This design comes from an exercise in tuning for small area and a short achievable clock period on the open sky130 flow, not from production work. Function was checked by simulation only, so behaviour that the tests miss may differ from the original.

Design div64_top, start of the top module:
module div64_top (
  input          clk,
  input  [63:0]  a,
  input  [63:0]  b,
  output [63:0]  quotient,
  output [63:0]  remainder
);
  reg  [63:0] a_q;
  reg  [63:0] b_q;
  reg  [63:0] q_q;
  reg  [63:0] r_q;
  wire [63:0] q;
  wire [63:0] r;
  divider u_core (.a(a_q), .b(b_q), .quotient(q), .remainder(r));
  always @(posedge clk) begin
    a_q <= a;
    b_q <= b;
    q_q <= q;
    r_q <= r;
  end
  assign quotient  = q_q;
  assign remainder = r_q;
endmodule
Size: about 14000 cells after synthesis, ~260 I/O pins.
export LEC_CHECK = 0
export ABC_AREA = 0
export CAP_MARGIN = 20
export CORE_MARGIN = 2
export CORE_UTILIZATION = 45
export GPL_TIMING_DRIVEN = 0
export SLEW_MARGIN = 20
export SYNTH_HIERARCHICAL = 1
create_clock -name core_clock -period 350.0 [get_ports {clk}]
standard.sh (not shown) runs the stock make flow with config.mk's settings and CLKGATE_MAP_FILE= SYNTH_SCRIPT=/design/flow/synth_recipe.tcl, a recipe that flattens the netlist after the stock synthesis.
==> flow/flow/run.sh <==
#!/bin/bash
# Layout flow: the standard flow (standard.sh, its synthesis included)
# with these additions (the clock and the constraints stay the design's):
#  - after floorplanning, downsize.tcl sets logic cells that synthesis had
#    given a larger drive back to drive strength 1;
#  - ports are buffered with sky130_fd_sc_hd__buf_1;
#  - before detailed placement, repair.tcl runs the resizer's timing repair
#    with a setup margin.
# Every tool's output goes to a log file in this folder.
set -euo pipefail
W=$(pwd)
export POST_FLOORPLAN_TCL="$W/flow/downsize.tcl"
export BUFFER_PORTS_ARGS="-buffer_cell sky130_fd_sc_hd__buf_1"
export PRE_DETAIL_PLACE_TCL="$W/flow/repair.tcl"
export MY_SETUP_MARGIN=279.5
bash standard.sh > log_layout.txt 2>&1
==> flow/flow/downsize.tcl <==
# POST_FLOORPLAN_TCL: logic cells that synthesis gave a larger drive go back
# to drive strength 1 (same function); the timing repair after placement
# sizes up what the critical path needs.
set db [ord::get_db]
set block [[$db getChip] getBlock]
set n 0
foreach inst [$block getInsts] {
  set m [[$inst getMaster] getName]
  if { [regexp {^(sky130_fd_sc_hd__(a21oi|a22oi|a211oi|a221oi|a222oi|nor2|nor3|nor4|nand2|nand3|nand4|o21ai|o22ai|mux2|mux2i|xor2|xnor2|inv|and2|or2|a21o|o21a))_([0-9]+)$} $m -> base fn size] } {
    if { $size == 1 } { continue }
    set nm [$db findMaster ${base}_1]
    if { $nm != "NULL" && $nm != "" } {
      $inst swapMaster $nm
      incr n
    }
  }
}
puts "downsize: $n instances set to drive strength 1"
==> flow/flow/repair.tcl <==
# Sourced before detailed placement (PRE_DETAIL_PLACE_TCL): the resizer's
# timing repair on the placed design with a setup margin, so that it
# shortens the critical path although the clock period is met with room.
# Pin swapping and gate cloning are left out (they change the netlist's
# structure beyond sizing and buffering).
source $::env(PLATFORM_DIR)/setRC.tcl
if { [env_var_exists_and_non_empty DONT_USE_CELLS] } {
  set_dont_use $::env(DONT_USE_CELLS)
}
estimate_parasitics -placement
report_worst_slack
log_cmd repair_timing -setup -setup_margin $::env(MY_SETUP_MARGIN) -repair_tns 0 \
  -skip_gate_cloning -skip_pin_swap
estimate_parasitics -placement
report_worst_slack
report_design_area
Rerun with:
--- a/flow/flow/repair.tcl
+++ b/flow/flow/repair.tcl
@@ -2,5 +2,7 @@
 # timing repair on the placed design with a setup margin, so that it
 # shortens the critical path although the clock period is met with room.
-# Pin swapping and gate cloning are left out (they change the netlist's
+# The wire resistance and capacitance per micron are taken 25% above the
+# platform's placement estimate, as routed wires come out longer. Pin
+# swapping and gate cloning are left out (they change the netlist's
 # structure beyond sizing and buffering).
 source $::env(PLATFORM_DIR)/setRC.tcl
@@ -8,4 +10,5 @@
   set_dont_use $::env(DONT_USE_CELLS)
 }
+set_wire_rc -signal -resistance [expr {8.929e-04 * 1.25}] -capacitance [expr {1.72375e-04 * 1.25}]
 estimate_parasitics -placement
 report_worst_slack
@@ -15,2 +18,3 @@
 report_worst_slack
 report_design_area
+source $::env(PLATFORM_DIR)/setRC.tcl
Settings changed: CAP_MARGIN 20 to 50, CORE_UTILIZATION 45 to 35, SLEW_MARGIN 20 to 40.
The new run finished with timing, DRC and antenna clean.
Final area came out higher by a few percent.
Critical path depth fell by 7.
Routed wire length grows slightly.
Setup slack gains 1.9 ns.
Worst hold slack gets worse by 0.13 ns.
Maximum frequency went up by a few percent.
Count of clock-buffer cells in the layout rose by 4.
Via count climbs by a few percent.
Flip-flop and latch count stays the same.
First-iteration DRC count came out higher by a few percent.
Rerun with:
==> flow/flow/repair.tcl (replaced) <==
# Sourced before detailed placement (PRE_DETAIL_PLACE_TCL): the resizer's
# timing repair on the placed design with a setup margin, so that it
# shortens the critical path although the clock period is met with room.
# Pin swapping and gate cloning are left out (they change the netlist's
# structure beyond sizing and buffering).
source $::env(PLATFORM_DIR)/setRC.tcl
if { [env_var_exists_and_non_empty DONT_USE_CELLS] } {
  set_dont_use $::env(DONT_USE_CELLS)
}
estimate_parasitics -placement
report_worst_slack
log_cmd repair_timing -setup -setup_margin $::env(MY_SETUP_MARGIN) -repair_tns 0 \
  -skip_gate_cloning -skip_pin_swap
estimate_parasitics -placement
report_worst_slack
report_design_area
Settings changed: CORE_UTILIZATION 35 to 45.
Result: The changed run completed with no timing, DRC or antenna violations. Clock-buffer cell count is lower by 7. Cell count drops by a few percent. Worst setup slack is worse by 1.8 ns. Die area falls by about a fifth. Wire length is lower slightly. Hold slack gains 0.050 ns. Sequential share of layout area grows by 0.13 points.
Rerun with:
--- a/flow/flow/run.sh
+++ b/flow/flow/run.sh
@@ -13,4 +13,4 @@
 export BUFFER_PORTS_ARGS="-buffer_cell sky130_fd_sc_hd__buf_1"
 export PRE_DETAIL_PLACE_TCL="$W/flow/repair.tcl"
-export MY_SETUP_MARGIN=279.5
+export MY_SETUP_MARGIN=279.2
 bash standard.sh > log_layout.txt 2>&1
--- a/flow/flow/repair.tcl
+++ b/flow/flow/repair.tcl
@@ -2,5 +2,7 @@
 # timing repair on the placed design with a setup margin, so that it
 # shortens the critical path although the clock period is met with room.
-# Pin swapping and gate cloning are left out (they change the netlist's
+# The wire resistance and capacitance per micron are taken 12% above the
+# platform's placement estimate, as routed wires come out longer. Pin
+# swapping and gate cloning are left out (they change the netlist's
 # structure beyond sizing and buffering).
 source $::env(PLATFORM_DIR)/setRC.tcl
@@ -8,4 +10,5 @@
   set_dont_use $::env(DONT_USE_CELLS)
 }
+set_wire_rc -signal -resistance [expr {8.929e-04 * 1.12}] -capacitance [expr {1.72375e-04 * 1.12}]
 estimate_parasitics -placement
 report_worst_slack
@@ -15,2 +18,3 @@
 report_worst_slack
 report_design_area
+source $::env(PLATFORM_DIR)/setRC.tcl
Settings changed: CAP_MARGIN 50 to 20, SLEW_MARGIN 40 to 20.
Result: The new run completed with no timing, DRC or antenna violations. Setup slack improves by 0.48 ns. Design area goes down by 1.1%. Die area stays the same. Hold slack is better by 0.12 ns. First-iteration DRC count rises by 0.77%. Routed wire length barely changes.
Rerun with:
--- a/flow/flow/run.sh
+++ b/flow/flow/run.sh
@@ -13,4 +13,4 @@
 export BUFFER_PORTS_ARGS="-buffer_cell sky130_fd_sc_hd__buf_1"
 export PRE_DETAIL_PLACE_TCL="$W/flow/repair.tcl"
-export MY_SETUP_MARGIN=279.2
+export MY_SETUP_MARGIN=279.5
 bash standard.sh > log_layout.txt 2>&1
==> flow/flow/repair.tcl (replaced) <==
# Sourced before detailed placement (PRE_DETAIL_PLACE_TCL): the resizer's
# timing repair on the placed design with a setup margin, so that it
# shortens the critical path although the clock period is met with room.
# Pin swapping and gate cloning are left out (they change the netlist's
# structure beyond sizing and buffering).
source $::env(PLATFORM_DIR)/setRC.tcl
if { [env_var_exists_and_non_empty DONT_USE_CELLS] } {
  set_dont_use $::env(DONT_USE_CELLS)
}
estimate_parasitics -placement
report_worst_slack
log_cmd repair_timing -setup -setup_margin $::env(MY_SETUP_MARGIN) -repair_tns 0 \
  -skip_gate_cloning -skip_pin_swap
estimate_parasitics -placement
report_worst_slack
report_design_area
Settings changed: CAP_MARGIN 20 to 50, CORE_UTILIZATION 45 to 35, PLACE_DENSITY from default to 0.7, SLEW_MARGIN 20 to 40.
Non-clock buffer count grows by 50. Die area increases by a quarter to a third. Worst setup slack got worse by 1.9 ns. Synthesized area is unchanged.
Rerun with:
--- a/flow/flow/run.sh
+++ b/flow/flow/run.sh
@@ -13,4 +13,4 @@
 export BUFFER_PORTS_ARGS="-buffer_cell sky130_fd_sc_hd__buf_1"
 export PRE_DETAIL_PLACE_TCL="$W/flow/repair.tcl"
-export MY_SETUP_MARGIN=279.5
+export MY_SETUP_MARGIN=279.2
 bash standard.sh > log_layout.txt 2>&1
--- a/flow/flow/repair.tcl
+++ b/flow/flow/repair.tcl
@@ -2,5 +2,7 @@
 # timing repair on the placed design with a setup margin, so that it
 # shortens the critical path although the clock period is met with room.
-# Pin swapping and gate cloning are left out (they change the netlist's
+# The wire resistance and capacitance per micron are taken 12% above the
+# platform's placement estimate, as routed wires come out longer. Pin
+# swapping and gate cloning are left out (they change the netlist's
 # structure beyond sizing and buffering).
 source $::env(PLATFORM_DIR)/setRC.tcl
@@ -8,4 +10,5 @@
   set_dont_use $::env(DONT_USE_CELLS)
 }
+set_wire_rc -signal -resistance [expr {8.929e-04 * 1.12}] -capacitance [expr {1.72375e-04 * 1.12}]
 estimate_parasitics -placement
 report_worst_slack
@@ -15,2 +18,3 @@
 report_worst_slack
 report_design_area
+source $::env(PLATFORM_DIR)/setRC.tcl
Settings changed: PLACE_DENSITY 0.7 to default.
The new run ran to the end with no violations.
Count of clock-buffer cells in the layout increases by 3.
Final cell count grows by 0.41%.
Worst setup slack improved by 1.8 ns.
Core utilization grows by 0.44 points.
Synthesized cell count stays the same.
Via count fell by 1.4%.
Wire length is higher by 2.0%.
Critical path depth went down by 6.

* * *

div64_top, a different RTL version from the one above (not shown whole).
Size in the first run: ~260 I/O pins, ~130,000 sq um of cells after synthesis.
clock: 350.0 ns
lec_check: 0
abc_area: 0
cap_margin: 50
core_margin: 2
core_utilization: 55
gpl_timing_driven: 0
slew_margin: 40
synth_hierarchical: 1
==> flow/flow/run.sh <==
#!/bin/bash
# Layout flow: the standard flow (standard.sh, its synthesis included)
# with these additions (the clock and the constraints stay the design's):
#  - after floorplanning, downsize.tcl sets logic cells that synthesis had
#    given a larger drive back to drive strength 1;
#  - ports are buffered with sky130_fd_sc_hd__buf_1;
#  - before detailed placement, repair.tcl runs the resizer's timing repair
#    with a setup margin.
# Every tool's output goes to a log file in this folder.
set -euo pipefail
W=$(pwd)
export POST_FLOORPLAN_TCL="$W/flow/downsize.tcl"
export BUFFER_PORTS_ARGS="-buffer_cell sky130_fd_sc_hd__buf_1"
export PRE_DETAIL_PLACE_TCL="$W/flow/repair.tcl"
export MY_SETUP_MARGIN=279.5
bash standard.sh > log_layout.txt 2>&1
==> flow/flow/repair.tcl <==
# Sourced before detailed placement (PRE_DETAIL_PLACE_TCL): the resizer's
# timing repair on the placed design with a setup margin, so that it
# shortens the critical path although the clock period is met with room.
# Pin swapping and gate cloning are left out (they change the netlist's
# structure beyond sizing and buffering).
source $::env(PLATFORM_DIR)/setRC.tcl
if { [env_var_exists_and_non_empty DONT_USE_CELLS] } {
  set_dont_use $::env(DONT_USE_CELLS)
}
estimate_parasitics -placement
report_worst_slack
log_cmd repair_timing -setup -setup_margin $::env(MY_SETUP_MARGIN) -repair_tns 0 \
  -skip_gate_cloning -skip_pin_swap
estimate_parasitics -placement
report_worst_slack
report_design_area
Scripts as last shown in full above: flow/flow/downsize.tcl
The starting point ran to the end with no violations.
Rerun with:
==> flow/run.sh (new file) <==
#!/bin/bash
# synth_recipe.tcl (not shown) runs the flow's synth.tcl, then flattens the netlist and writes it again
# the make line also repeats each setting of config.mk as NAME=value (left out here)
make -C /OpenROAD-flow-scripts/flow DESIGN_CONFIG=/design/flow/config.mk WORK_HOME=/design/flow/orfs CLKGATE_MAP_FILE= SYNTH_SCRIPT=/design/flow/synth_recipe.tcl finish
CORE_UTILIZATION = 35   (was 55)
removed: flow/flow/run.sh
removed: flow/flow/downsize.tcl
removed: flow/flow/repair.tcl
removed: flow/standard.sh
Result: The new run completed without violations. Clock-buffer cell count rises by 1. Synthesized cell count is unchanged. Utilization drops by 23 points.

==> separate check: timing with driven ports <==
The results above use ideal ports. As a check the final layouts listed here were re-extracted and re-timed, cells and wires unchanged. Step 1 assumes that a clkbuf_16 drives the clock port and a buf_2 every other input. Step 2 adds t to the input delays and takes it off the output delays; t is the mean of the earliest and latest rising clock arrival at the registers after step 1. Input paths then give back, and output paths get back, about the clock's delay inside the block. Slacks: ideal ports / drivers / drivers and shift; pairs: ideal ports / drivers.
run | shift t [ns] | slack for setup (ns) | worst setup path after step 2 | slew at the worst register clock pin (ns) | cell pins on the clock port's net
the first run of note 1 | 0.818 | 276.150 / 276.150 / 276.150 | register to register | 0.07 / 0.07 | 1
the second run of note 1 | 0.806 | 278.064 / 278.064 / 278.064 | register to register | 0.07 / 0.07 | 1
the third run of note 1 | 0.823 | 276.277 / 276.277 / 276.277 | register to register | 0.07 / 0.07 | 1
the fourth run of note 1 | 0.830 | 276.753 / 276.753 / 276.753 | register to register | 0.07 / 0.07 | 1
the fifth run of note 1 | 0.823 | 274.803 / 274.803 / 274.803 | register to register | 0.08 / 0.08 | 1
the sixth run of note 1 | 0.847 | 276.607 / 276.607 / 276.607 | register to register | 0.08 / 0.08 | 1
the first run of note 2 | 0.839 | 266.123 / 266.123 / 266.123 | register to register | 0.08 / 0.08 | 1
the second run of note 2 | 0.844 | 248.388 / 248.388 / 248.388 | register to register | 0.07 / 0.07 | 1
After both steps every run listed still meets setup and hold.
